Background: an optimization exercise with open tools, aiming at small area and a short achievable clock period. Do not read the settings as production practice.
Where RTL was checked, it was by simulation tests only, not by an equivalence proof against the original.
The flow treats the clock pin as an ideal source. Dropping or thinning the clock tree relies on that and would not hold on a real chip.
Power and IR drop assume default switching activity.

job 101:
==> module lightpipe_recv, before the edit <==
module lightpipe_recv(
    input mclk,
    input rst,
    input adat,
    output reg wclk,
    output reg [23:0] word0,
    output reg [23:0] word1,
    output reg [23:0] word2,
    output reg [23:0] word3,
    output reg [23:0] word4,
    output reg [23:0] word5,
    output reg [23:0] word6,
    output reg [23:0] word7,
    output reg [3:0] user
);
reg reset_d, reset_dd;
reg in_d, in_dd, in_ddd;
reg transition;      
reg [5:0] accum;
reg dbit;
always @(posedge mclk) begin
    reset_d <= ~rst;
    reset_dd <= reset_d;
end
always @(posedge mclk)
    if (reset_dd) {in_d, in_dd, in_ddd, transition} <= 4'b0;
    else {in_d, in_dd, in_ddd, transition} <= {adat, in_d, in_dd, in_dd ^ in_ddd};
always @(posedge mclk)
    if (reset_dd || transition) accum <= 6'd0;
    else accum <= accum + 6'd1;
always @(posedge mclk)
    if (reset_dd) dbit <= 1'b0;
    else if (transition) dbit <= 1'b1;
    else if (accum == 6'd4) dbit <= 1'b0;
reg [7:0] framebit;
reg nloss_d;
reg [29:1] sr;
wire stb_next = ~reset_dd & ~transition & accum[1] & ~accum[0];
reg strobe;      
always @(posedge mclk) strobe <= stb_next;
wire loss_s = accum[5];
wire resync = strobe & ~loss_s & ~nloss_d;
wire [23:0] oword = {sr[29:26], sr[24:21], sr[19:16], sr[14:11], sr[9:6], sr[4:1]};
always @(posedge mclk)
    if (!rst) nloss_d <= 1'b1;
    else if (strobe) nloss_d <= ~loss_s;
always @(posedge mclk)
    if (!rst) framebit <= 8'd0;
    else if (resync) framebit <= 8'd252;
    else if (strobe) framebit <= framebit + 8'd1;
reg at0, at128;
reg [7:0] ldw;
wire ld_pre = stb_next & (loss_s | nloss_d);
wire [7:0] ldw_pre = {
    ld_pre & (framebit == 8'd240), ld_pre & (framebit == 8'd210),
    ld_pre & (framebit == 8'd180), ld_pre & (framebit == 8'd150),
    ld_pre & (framebit == 8'd120), ld_pre & (framebit == 8'd90),
    ld_pre & (framebit == 8'd60),  ld_pre & (framebit == 8'd30)};
wire [7:0] ldw_d;
wire at128_d, fb0_or_reset;
gate_and #(9) u_ldw (.a({ldw_pre, stb_next & (framebit == 8'd128)}), .b({9{rst}}), .y({ldw_d, at128_d}));
orn #(1) u_at0 (.a(framebit == 8'd0), .b_n(rst), .y(fb0_or_reset));
always @(posedge mclk) begin
    at0 <= stb_next & fb0_or_reset;
    at128 <= at128_d;
    ldw <= ldw_d;
end
wire ls, hs;
loadhold u_shs (.sel(strobe), .en(rst), .load(ls), .hold(hs));
wire [29:1] sr_d;
ao22 #(29) u_sr (.a({29{ls}}), .b({dbit, sr[29:2]}), .c({29{hs}}), .d(sr), .y(sr_d));
always @(posedge mclk) sr <= sr_d;
wire lu, hu;
loadhold u_suser (.sel(at0), .en(rst), .load(lu), .hold(hu));
wire [3:0] user_d;
ao22 #(4) u_user (.a({4{lu}}), .b(sr[29:26]), .c({4{hu}}), .d(user), .y(user_d));
always @(posedge mclk) user <= user_d;
always @(posedge mclk)
    if (!rst) wclk <= 1'b0;
    else if (at0) wclk <= 1'b1;
    else if (at128) wclk <= 1'b0;
wire [7:0] L, L1, H;
loadhold #(8) u_sw (.sel(ldw), .en({8{rst}}), .load(L), .hold(H));
orn #(8) u_sw1 (.a(ldw), .b_n({8{rst}}), .y(L1));
wire [7:0] o1_lo;
orn #(8) u_o1 (.a(oword[7:0]), .b_n({8{rst}}), .y(o1_lo));
wire [23:0] o1 = {oword[23:8], o1_lo};
wire [23:0] d0, d1, d2, d3, d4, d5, d6, d7;
ao22 #(24) u_w0 (.a({24{L[0]}}), .b(oword), .c({24{H[0]}}), .d(word0), .y(d0));
ao22 #(24) u_w1 (.a({{16{L[1]}}, {8{L1[1]}}}), .b(o1), .c({24{H[1]}}), .d(word1), .y(d1));
ao22 #(24) u_w2 (.a({24{L[2]}}), .b(oword), .c({24{H[2]}}), .d(word2), .y(d2));
ao22 #(24) u_w3 (.a({{16{L[3]}}, {8{L1[3]}}}), .b(o1), .c({24{H[3]}}), .d(word3), .y(d3));
ao22 #(24) u_w4 (.a({24{L[4]}}), .b(oword), .c({24{H[4]}}), .d(word4), .y(d4));
ao22 #(24) u_w5 (.a({{16{L[5]}}, {8{L1[5]}}}), .b(o1), .c({24{H[5]}}), .d(word5), .y(d5));
ao22 #(24) u_w6 (.a({24{L[6]}}), .b(oword), .c({24{H[6]}}), .d(word6), .y(d6));
ao22 #(24) u_w7 (.a({{16{L[7]}}, {8{L1[7]}}}), .b(o1), .c({24{H[7]}}), .d(word7), .y(d7));
always @(posedge mclk) begin
    word0 <= d0; word1 <= d1; word2 <= d2; word3 <= d3;
    word4 <= d4; word5 <= d5; word6 <= d6; word7 <= d7;
end
endmodule
clock: 3.0 ns
lec_check: 0
cap_margin: 20
core_margin: 2
core_utilization: 55
place_density: 0.7
setup_slack_margin: 1.62
slew_margin: 20
synth_hierarchical: 1
standard.sh (not shown) runs the stock make flow with config.mk's settings and CLKGATE_MAP_FILE= SYNTH_SCRIPT=/design/flow/synth_recipe.tcl, a recipe that flattens the netlist after the stock synthesis.
==> flow/flow/run.sh <==
#!/bin/bash
# Standard synthesis and layout (standard.sh), except: the ports are buffered
# by the smallest buffer, and the clock tree is a two-level tree built by
# flow/cts.tcl (settings in flow/cts.env).
set -euo pipefail
HERE=$(pwd)
export BUFFER_PORTS_ARGS="-buffer_cell sky130_fd_sc_hd__buf_1"
export PRE_CTS_TCL=$HERE/flow/cts.tcl
export CLOCK_PORT=mclk
source $HERE/flow/cts.env
bash standard.sh > make.log 2>&1
Other scripts of this flow, unchanged in this note and not shown: flow/flow/cts.env, flow/flow/cts.tcl
The inputs of job 102 differ from those of job 101 as listed below.
--- a/flow/design.v
+++ b/flow/design.v
@@ -15,12 +15,13 @@
 );
 reg reset_d, reset_dd;
 reg in_d, in_dd, in_ddd;
 reg transition;      
 reg [5:0] accum;
 reg dbit;
+wire strobe = accum[1] & accum[0];
 always @(posedge mclk) begin
     reset_d <= ~rst;
     reset_dd <= reset_d;
 end
 always @(posedge mclk)
     if (reset_dd) {in_d, in_dd, in_ddd, transition} <= 4'b0;
@@ -33,14 +34,12 @@
     else if (transition) dbit <= 1'b1;
     else if (accum == 6'd4) dbit <= 1'b0;
 reg [7:0] framebit;
 reg nloss_d;
 reg [29:1] sr;
 wire stb_next = ~reset_dd & ~transition & accum[1] & ~accum[0];
-reg strobe;      
-always @(posedge mclk) strobe <= stb_next;
 wire loss_s = accum[5];
 wire resync = strobe & ~loss_s & ~nloss_d;
 wire [23:0] oword = {sr[29:26], sr[24:21], sr[19:16], sr[14:11], sr[9:6], sr[4:1]};
 always @(posedge mclk)
     if (!rst) nloss_d <= 1'b1;
     else if (strobe) nloss_d <= ~loss_s;
--- outcome ---
Job 102 finished every stage and its layout cleared the timing, design-rule and antenna checks.
Clock group share of total power, job 101 and job 102: higher on job 102
Job 101 → job 102: cell area lost 280 sq um, via count of the first global-routing pass picked up an extra 256, area growth from synthesis to final layout lost 2.8 points.
Compared with job 101, job 102 shows power density over cell area higher by about 2%.
Run comparison: job 102 critical path class flop to flop; job 101 critical path class primary input to flop
Job 102 against job 101: share of total power in combinational logic now smaller; full die area decreased by 0.49% relative to the old numbers.
Job 102 vs job 101 — post-route core utilization dropped 1.9 points.
For job 101, only the layout was checked, not whether the RTL still works. In every run of this note, the design's own scripts or RTL, not TritonCTS, make the clock network.

[static timing again, ports no longer ideal]
How much do the figures lean on ideal ports? The routed layouts below were timed once more, with nothing changed but the port constraints. Step 1 (the two cells are an assumption about what drives the block):
set clk [get_ports {mclk}]
set_driving_cell -lib_cell sky130_fd_sc_hd__clkbuf_16 $clk
set_driving_cell -lib_cell sky130_fd_sc_hd__buf_2 [delete_from_list [all_inputs] $clk]
Step 2 also shifts input and output timing later by t, the mid clock arrival at the registers, as if the neighbouring blocks saw the same clock. Slacks: ideal / step 1 / step 2; pairs: ideal / step 1.
| run | t (ns) | setup slack, ns | latest minus earliest clock arrival (ns) | slew at the worst register clock pin (ns) | worst slew at a driven data input, ns |
|---|---|---|---|---|---|
| job 101 | 0.325 | 1.580 / 1.484 / 1.347 | 0.035 / 0.048 | 0.09 / 0.09 | 0.15 |
| job 102 | 0.329 | 1.612 / 1.476 / 1.322 | 0.053 / 0.065 | 0.11 / 0.11 | 0.21 |
After both steps every run listed still meets setup and hold. The setup slack of job 102, which loses most, moves by -0.136 ns with the drivers and by -0.290 ns with both steps.
